Context: an optimization exercise on an open-source flow, tuned for small area. The choices shown serve that exercise and are no tape-out recipe.
In this exercise RTL edits were held to simulation tests only and were not proved equivalent to the original.
Power and IR drop assume default switching activity.

**flow/run.sh**
```bash
#!/bin/bash
# synth_recipe.tcl (not shown) runs the flow's synth.tcl, then flattens the netlist and writes it again
# the make line also repeats each setting of config.mk as NAME=value (left out here)
make -C /OpenROAD-flow-scripts/flow DESIGN_CONFIG=/design/flow/config.mk WORK_HOME=/design/flow/orfs CLKGATE_MAP_FILE= SYNTH_SCRIPT=/design/flow/synth_recipe.tcl finish
```
**flow/config.mk**
```make
export PLATFORM = sky130hd
export DESIGN_NAME = robinsun_core
export DESIGN_NICKNAME = robinsun_core
export VERILOG_FILES = /design/flow/design.v
export SDC_FILE = /design/flow/constraint.sdc
export NUM_CORES = 4
export LEC_CHECK = 0
export CAP_MARGIN = 20
export CORE_MARGIN = 2
export CORE_UTILIZATION = 40
export PLACE_DENSITY = 0.6
export SLEW_MARGIN = 20
```
**flow/constraint.sdc**
```tcl
create_clock -name core_clock -period 20.0 [get_ports {clk}]
set_input_delay 4.0000 -clock core_clock [delete_from_list [all_inputs] [get_ports {clk}]]
set_output_delay 4.0000 -clock core_clock [all_outputs]
set_load 0.01 [all_outputs]
```
**flow/design.v**
```verilog
module MySPI (
	input  logic		  theClock, theReset,
	input  logic        MySPI_clk, MySPI_cs, MySPI_sdi,
	output logic  		  MySPI_sdo,
	output logic [7:0]  Config,
	input  logic [7:0]  Status,
	input  logic [15:0] speedR,
	input  logic [15:0] speedL, 
	input  logic [15:0] speedOdoR, 
	input  logic [15:0] speedOdoL, 
	input  logic [15:0] speedB,
	input  logic [15:0] speedFH,
	input  logic [15:0] speedFV,
	input  logic [15:0] sonar12, sonar34, sonar56,
	input  logic [15:0] lt24,
	input  logic [15:0] adc,
	output logic [15:0] PICtoFPGA);
parameter A_Config     			= 15'h00;
parameter A_Status     			= 15'h01;
parameter A_speedR				= 15'h22;
parameter A_speedL				= 15'h32;
parameter A_speedOdoR			= 15'h26;
parameter A_speedOdoL			= 15'h36;
parameter A_speedB				= 15'h50;
parameter A_speedFH				= 15'h52;
parameter A_speedFV				= 15'h54;
parameter A_sonar12				= 15'h41;
parameter A_sonar34				= 15'h42;
parameter A_sonar56				= 15'h43;
parameter A_lt24					= 15'h12;
parameter A_adc					= 15'h19;
parameter A_PICtoFPGA			= 15'h10;
typedef enum logic [3:0] {
	S_Wait, 
	S_Addr, S_Addr_00, S_Addr_01, S_Addr_11,
	S_Data, S_Data_00, S_Data_01, S_Data_11,
	S_End} statetype;
statetype	SPI_state, SPI_nextstate;
logic			SPI_CLK0, SPI_CLK;
logic			SPI_CS0, SPI_CS;
logic [3:0] SPI_counter;
logic			SPI_counter_reset, SPI_counter_inc;	 
logic [15:0] SPI_address, SPI_data;
logic			SPI_address_shift;
logic			SPI_data_shift, SPI_data_load, SPI_data_update;
assign MySPI_sdo = SPI_data[15];
always @ (posedge theClock)
begin
	SPI_CLK0 <= MySPI_clk;	SPI_CLK  <= SPI_CLK0;
	SPI_CS0  <= MySPI_cs;	SPI_CS   <= SPI_CS0;
end
always_ff @ (posedge theClock)
	SPI_state <= SPI_nextstate;
always_comb
begin
	SPI_nextstate = SPI_state;
	case (SPI_state)
		S_Wait	 : if (SPI_CS) SPI_nextstate = S_Wait;
							else SPI_nextstate = S_Addr;
		S_Addr	 : SPI_nextstate = S_Addr_00;
		S_Addr_00 : if (SPI_CLK) SPI_nextstate = S_Addr_01;
		S_Addr_01 : SPI_nextstate = S_Addr_11;
		S_Addr_11 : if (SPI_CLK) SPI_nextstate = S_Addr_11;
							else if (SPI_counter == 4'b0000) SPI_nextstate = S_Data;
								else SPI_nextstate = S_Addr_00;
		S_Data	 : SPI_nextstate = S_Data_00;
		S_Data_00 : if (SPI_CLK) SPI_nextstate = S_Data_01;
		S_Data_01 : SPI_nextstate = S_Data_11;
		S_Data_11 : if (SPI_CLK) SPI_nextstate = S_Data_11;
							else if (SPI_counter == 4'b0000) SPI_nextstate = S_End;
								else SPI_nextstate = S_Data_00;
		S_End     : SPI_nextstate = S_Wait;
	endcase
	if (SPI_CS) SPI_nextstate = S_Wait;
end
assign SPI_counter_reset = ((SPI_state == S_Addr)    | (SPI_state == S_Data));
assign SPI_counter_inc   = ((SPI_state == S_Addr_01) | (SPI_state == S_Data_01));
assign SPI_address_shift = (SPI_state == S_Addr_01);
assign SPI_data_shift	 = (SPI_state == S_Data_01);
assign SPI_data_load		 = (SPI_state == S_Data);
assign SPI_data_update   = ((SPI_state == S_End) & SPI_address[15]);
always_ff @ (posedge theClock)
begin
	if (SPI_counter_reset) SPI_counter <= 4'b0000;
		else if (SPI_counter_inc) SPI_counter <= SPI_counter + 1;
	if (SPI_address_shift) SPI_address <= { SPI_address[14:0], MySPI_sdi };
	if (SPI_data_shift) SPI_data <= { SPI_data[14:0], MySPI_sdi };
		else if (SPI_data_load)
		begin
			case (SPI_address[14:0])
				A_Config    		: SPI_data <= {8'b0, Config};
				A_Status    		: SPI_data <= {8'b0, Status};
				A_speedR				: SPI_data <= speedR;
				A_speedL				: SPI_data <= speedL;
				A_speedOdoR			: SPI_data <= speedOdoR;
				A_speedOdoL			: SPI_data <= speedOdoL;
				A_sonar12			: SPI_data <= sonar12;
				A_sonar34			: SPI_data <= sonar34;
				A_sonar56			: SPI_data <= sonar56;
				A_speedB				: SPI_data <= speedB;
				A_speedFH			: SPI_data <= speedFH;
				A_speedFV			: SPI_data <= speedFV;
				A_lt24				: SPI_data <= lt24;
				A_adc					: SPI_data <= adc;
				A_PICtoFPGA			: SPI_data <= PICtoFPGA;
			endcase
			if(SPI_address[14:0] == A_speedB)
				PICtoFPGA[15] <= 1'b1;
			else
				PICtoFPGA[15] <= 1'b0;
		end
	if (theReset) Config <= 8'h00;
		else if ((SPI_data_update) & (SPI_address[14:0] == A_Config)) Config <= SPI_data[7:0];
	if (theReset) PICtoFPGA <= 16'h00;
		else if ((SPI_data_update) & (SPI_address[14:0] == A_PICtoFPGA)) PICtoFPGA[14:0] <= SPI_data[14:0];
end
endmodule
module sonars(
input  logic clk, reset, S1, S2, S3,  
output logic T1, T2, T3,				  
output logic [19:0] R1, R2, R3); 	  
logic [19:0] triggerDelay, count1, count2, count3;
logic [8:0]  triggerCount;
logic [2:0]  triggers;
logic [1:0]  active;
assign {T3, T2, T1} = triggers;
always_ff @(posedge clk, posedge reset)
begin
	if(reset)
	begin
		triggerDelay <= 20'b0;
		triggerCount <= 9'b0;
		triggers	    <= 3'b0;
		active		 <= 2'b0;
		R1				 <= 20'b0;
		R2				 <= 20'b0;
		R3				 <= 20'b0;
	end
	else
	begin
		if(triggerDelay == 20'd882400)  
		begin										 
			case(active)
				2'b10: begin 				 
							R3 <= count3; 
							triggers <= 3'b001;
							active <= 2'b00;   
						 end
				2'b00: begin 				 
							R1 <= count1; 
							triggers <= 3'b010;
							active <= 2'b01;   
						 end
				2'b01: begin				 
							R2 <= count2; 
							triggers <= 3'b100;
							active <= 2'b10;
						 end
			endcase
			triggerDelay <= 20'b0;		 
			triggerCount <= 9'b0;
		end
		else
		begin
			triggerCount <= triggerCount + 9'b1;
			triggerDelay <= triggerDelay + 20'b1;
			if(triggerCount == 9'd700)		 
				triggers <= 3'b0;
		end
	end
end
always_ff @(posedge clk, posedge reset)
begin 
	if(reset)
	begin
		count1 <= 20'b0;
		count2 <= 20'b0;
		count3 <= 20'b0;
	end
	else
	begin
		case(active)
			2'b00: if(T1) 		count1 <= 20'b0;					 
						else if(count1 <= 20'd10000) count1 <= count1 + 20'b1;	 
							else if (S1) count1 <= count1 + 20'b1;
								else count1 <= count1;				 
			2'b01: if(T2) 		count2 <= 20'b0;
						else if(count2 <= 20'd10000) count2 <= count2 + 20'b1;
							else if(S2) count2 <= count2 + 20'b1;
								else count2 <= count2;
			2'b10: if(T3) 		count3 <= 20'b0;
						else if(count3 <= 20'd10000) count3 <= count3 + 20'b1;
							else if(S3) count3 <= count3 + 20'b1;
								else count3 <= count3; 
		endcase
	end
end
endmodule 
module robinsun_core(
	input  logic        clk,           
	input  logic        rst,           
	input  logic        spi_sck,
	input  logic        spi_cs_n,
	input  logic        spi_sdi,
	output logic        spi_sdo,
	input  logic [5:0]  sonar_echo,    
	output logic [5:0]  sonar_trig,    
	input  logic [1:0]  key,
	input  logic [3:0]  sw,
	input  logic        start_n,       
	input  logic [5:0]  mot_pins,      
	input  logic [15:0] speed_r,
	input  logic [15:0] speed_l,
	input  logic [15:0] speed_odo_r,
	input  logic [15:0] speed_odo_l,
	input  logic [15:0] speed_b,
	input  logic [15:0] speed_fh,
	input  logic [15:0] speed_fv,
	input  logic [15:0] cpu_signal,    
	input  logic [15:0] adc,
	output logic [7:0]  config_reg,    
	output logic [15:0] pic_to_fpga,   
	output logic        parasol);
logic START;
logic [7:0] Status;
assign START = ~start_n;
always @ (posedge clk)
	Status <= {sw, 2'b00, key};
logic [19:0] R1, R2, R3, R4, R5, R6;
logic [7:0] dist1, dist2, dist3, dist4, dist5, dist6;
logic [15:0] sonar12, sonar34, sonar56;
sonars front( .clk(clk), .reset(rst), .S1(sonar_echo[0]), .S2(sonar_echo[1]), .S3(sonar_echo[2]),
              .T1(sonar_trig[0]), .T2(sonar_trig[1]), .T3(sonar_trig[2]), .R1(R1), .R2(R2), .R3(R3));
sonars back ( .clk(clk), .reset(rst), .S1(sonar_echo[3]), .S2(sonar_echo[4]), .S3(sonar_echo[5]),
              .T1(sonar_trig[3]), .T2(sonar_trig[4]), .T3(sonar_trig[5]), .R1(R4), .R2(R5), .R3(R6));
assign dist1 = R1/2941;		assign dist2 = R2/2941;		assign dist3 = R3/2941;
assign dist4 = R4/2941;		assign dist5 = R5/2941;		assign dist6 = R6/2941;
assign sonar12 = {dist1, dist2}; 	assign sonar34 = {dist3, dist4}; 	assign sonar56 = {dist5, dist6};
MySPI MySPI_instance(
	.theClock(clk),           .theReset(rst),
	.MySPI_clk(spi_sck),      .MySPI_cs(spi_cs_n), .MySPI_sdi(spi_sdi), .MySPI_sdo(spi_sdo),
	.Config(config_reg),      .Status(Status),
	.speedR(speed_r),
	.speedL(speed_l),
	.speedOdoR(speed_odo_r),
	.speedOdoL(speed_odo_l),
	.speedB(speed_b),
	.speedFH(speed_fh),
	.speedFV(speed_fv),
	.sonar12(sonar12),        .sonar34(sonar34),   .sonar56(sonar56),
	.lt24({START, mot_pins, cpu_signal[8:0]}),
	.adc(adc),
	.PICtoFPGA(pic_to_fpga));
logic [23:0] parasoltimer;
always_ff @(posedge clk, posedge rst)
begin
	if(rst)
		parasoltimer <= 24'b0;
	else
	if((pic_to_fpga[0] || cpu_signal == 16'd41) && parasoltimer < 24'd2500000)
		parasoltimer <= parasoltimer + 1'b1;
end
always_ff @(posedge clk)
if(parasoltimer > 24'd1 && (pic_to_fpga[0] || cpu_signal == 16'd41) && parasoltimer < 24'd2500000)
	parasol <= 1'b1;
else
	parasol <= 1'b0;
endmodule
```
==> impl_metrics.tcl <==
set metrics [dict create \
    min-delay-start "MySPI_instance.SPI_CS0$_DFF_P_" \
    clockBufferDepth 3 \
    core_area_sq_um 69700 \
    leakagePower_uw 0.0133 \
    post-cts-setup-buffers 0 \
    yosysTopAreaCellShare 0.297 \
    final_nets 3558 \
    gr-total-overflow 0 \
    synth_area_sq_um 28000 \
    syn2layout_area_growth_pct 16.1 \
    worst_clock_skew_ns 0.0381 \
    cts_sinks 407 \
    wire_per_inst_um 19.4 \
    setup_violations 0 \
    hold_viol_final 0 \
    powerDensity_nw_per_um2 57.2 \
    worst-setup-path-type "flop to flop" \
    status "timing/DRC/antenna clean" \
    fin_crit_sh 0.653 \
    hold_slack_ns 0.387 \
    ys_seq_area_frac 0.362 \
    placed_area_sq_um 30900 \
    fillerInstances 6794 \
    slew_violations 0 \
    clkSlewWorstSetupHoldPaths_ns 0.06 \
    dp_slack_ns 7.26 \
    fmax_mhz 76.6 \
    ys.flop_type "dfrtp_1" \
    drtIter0Drc 2303 \
    cts_tree "done" \
    cts_buffers 47 \
    rows 97 \
    timing.rr.end "MySPI_instance.SPI_data[8]$_DFFE_PP_" \
    clock_latency_ns 0.60 \
    synth_top_area_cell "dfrtp_1" \
    yosysUniqueCellTypes 141 \
    yosys_warnings 4 \
    path_buf_inv 3 \
    die_h_um 269 \
    viasPerCell 5.77 \
    synth_area_per_cell_sq_um 8.71 \
    start_util 0.402 \
    io_buffers 199 \
    synth_nets 3409 \
    drive_above_1_share 0.110 \
    cp-start-kind "flop" \
    grt_usage 0.231 \
    synth_common_cells "nand2_1, nor2_1, dfrtp_1" \
    die_area_sq_um 72100 \
    period_needed_ns 13.05 \
    syn_inst 3216 \
    grt_setup_unrepaired "false" \
    synth.most_common_cell "nand2_1" \
    htree_levels 2 \
    io_pins 200 \
    hold_path_class "flop to flop" \
    max_slew_margin 0.272 \
    hpwl_um 63700 \
    final_area_sq_um 32500 \
    wirelength_um 84400 \
    ir_worst_vdd_uv 67.5 \
    cts_resized 0 \
    synth_edf_count 32 \
    synthTopCellsByArea "dfrtp_1, nand2_1, nor2_1" \
    root_buffer "clkbuf_16" \
    r2r-start "MySPI_instance.SPI_address[4]$_DFFE_PP_" \
    gp_congestion 0.934 \
    grt_max_degree 186 \
    die_w_um 269 \
    worst_pin_slew_ns 1.08 \
    grt_antenna_before_repair 0 \
    regToRegSetupSlack_ns 6.95 \
    critical_path_arrival_ns 13.38 \
    synth-seq-cells 407 \
    worst_slack_ns 6.95 \
    synthArstFlopShare 0.816 \
    whs_path_depth 0 \
    first_pass_iters 5 \
    min_to "MySPI_instance.SPI_CS$_DFF_P_" \
    reg2reg_depth 36 \
    grt_first_pass_wirelength_um 134000 \
    drv_cap 0 \
    cts_hold_buf 0 \
    antenna_cells 0 \
    vias 25100 \
    cpMaxStageDelayCell "nor4_4" \
    path_max_fanout 39 \
    fin_setup_tns_ns 0 \
    largest_register "parasoltimer" \
    largest_reg_flops 24 \
    drc 0 \
    placed_cells 4254 \
    setup.worst_path.end_class "flop" \
    required_ns 20.32 \
    cp_top_family "compound AO/OA/AOI/OAI gates" \
    drtAntennaViolNets 0 \
    max_stage_delay_ns 0.90 \
    instances_no_fill 4343 \
    grt_pass1_vias 23500 \
]
## layout by cell type (no fill, tap or decap), types with 23 or more instances in the layout
cell	n
dfxtp_1	43
inv_1	76
nor2_1	354
o21ai_1	28
nor3_1	72
mux2i_1	89
xor2_1	99
dfrtp_1	332
or3_1	40
o211ai_1	28
nor4_1	33
o21ai_0	177
clkdlybuf4s50_1	199
mux2_2	92
nand2_1	389
xnor2_1	126
a211oi_1	28
ha_1	25
nand2b_1	32
edfxtp_1	32
clkbuf_16	48
and2_1	37
a221oi_1	31
and3_1	54
a41oi_1	23
nand4_1	47
a31oi_1	36
nand3_1	148
a21oi_1	140
buf_4	33
## worst max path at each step
| stage | startpoint | endpoint | slack (ns) | cells past startpoint |
|---|---|---|---|---|
| after floorplan | rst | back.R1[0]$_DFFE_PP0P_ | 6.46 | 3 |
| after global placement | MySPI_instance.SPI_address[4]$_DFFE_PP_ | MySPI_instance.SPI_data[8]$_DFFE_PP_ | 7.52 | 36 |
| after detailed placement | MySPI_instance.SPI_address[4]$_DFFE_PP_ | MySPI_instance.SPI_data[8]$_DFFE_PP_ | 7.26 | 36 |
| after CTS | MySPI_instance.SPI_address[4]$_DFFE_PP_ | MySPI_instance.SPI_data[8]$_DFFE_PP_ | 7.21 | 36 |
| after global routing | MySPI_instance.SPI_address[4]$_DFFE_PP_ | MySPI_instance.SPI_data[8]$_DFFE_PP_ | 6.11 | 36 |
| final | MySPI_instance.SPI_address[4]$_DFFE_PP_ | MySPI_instance.SPI_data[8]$_DFFE_PP_ | 6.95 | 36 |
## final cells by class
class	count	area (sq um)	area share
repair buffers	236	2310	0.0710
clock buffers	62	1330	0.0410
flip-flops and latches	407	10100	0.312
well taps	940	1180	0.0362
clock inverters	25	265	0.00816
multi-input cells	2596	17000	0.523
inverters	77	297	0.00912
## cell families after synthesis
group | share of synthesized area
AO/OA/AOI/OAI | 0.209
XOR/XNOR | 0.0743
flip-flops | 0.362
AND/OR/NAND/NOR | 0.238
adder cells (fa/ha/maj) | 0.0123
buffers and inverters | 0.0330
multiplexers | 0.0723
## metal layers
metal | vias up | track usage | share of wire | wire, um
met4 | 0 | 0.0470 | 0.019 | 1590
met1 | 12200 | 0.337 | 0.48 | 40400
li1 | 12100 | - | - | -
met3 | 111 | 0.0255 | 0.046 | 3870
met2 | 645 | 0.370 | 0.46 | 38600
met5 | - | 0 | 0 | 0
## per-stage QoR
stage	total power, uW	utilization
final	1860	0.467
after global routing	1930	0.467
after CTS	1880	0.466
after detailed placement	986	0.443
after global placement	985	0.443
after floorplan	929	-
## power breakdown
part / leakage, uW / internal (uW) / switching [uW]
Combinational: 0.00737 / 51.8 / 58.1
Sequential: 0.00516 / 845 / 16.4
Clock: 0.000775 / 524 / 365
Total: 0.0133 / 1420 / 439

[afterwards: timing with drivers on the ports]
Ports are ideal in the flow. The routed layout listed here was re-timed in OpenROAD.
Step 1 sets driving cells, clkbuf_16 on the clock port and buf_2 on the other inputs (assumed; they add their load-dependent delay and slew).
Step 2 times the ports against the registers' clock, not the clock port: input delays grow and output delays shrink by t, the midpoint of the rising clock arrivals with the driver on.
a / b / c = ideal ports / drivers / drivers and shift; a / b = the first two.
t (ns): 0.644
setup WS [ns]: 6.948 / 6.948 / 6.948
clock arrival spread, ns: 0.040 / 0.040
worst data-port slew with drivers (ns): 0.08
pins driven straight from the clock port: 1
After both steps this run still meets setup and hold. The setup slack of this run moves by 0.000 ns with the drivers and by 0.000 ns with both steps.
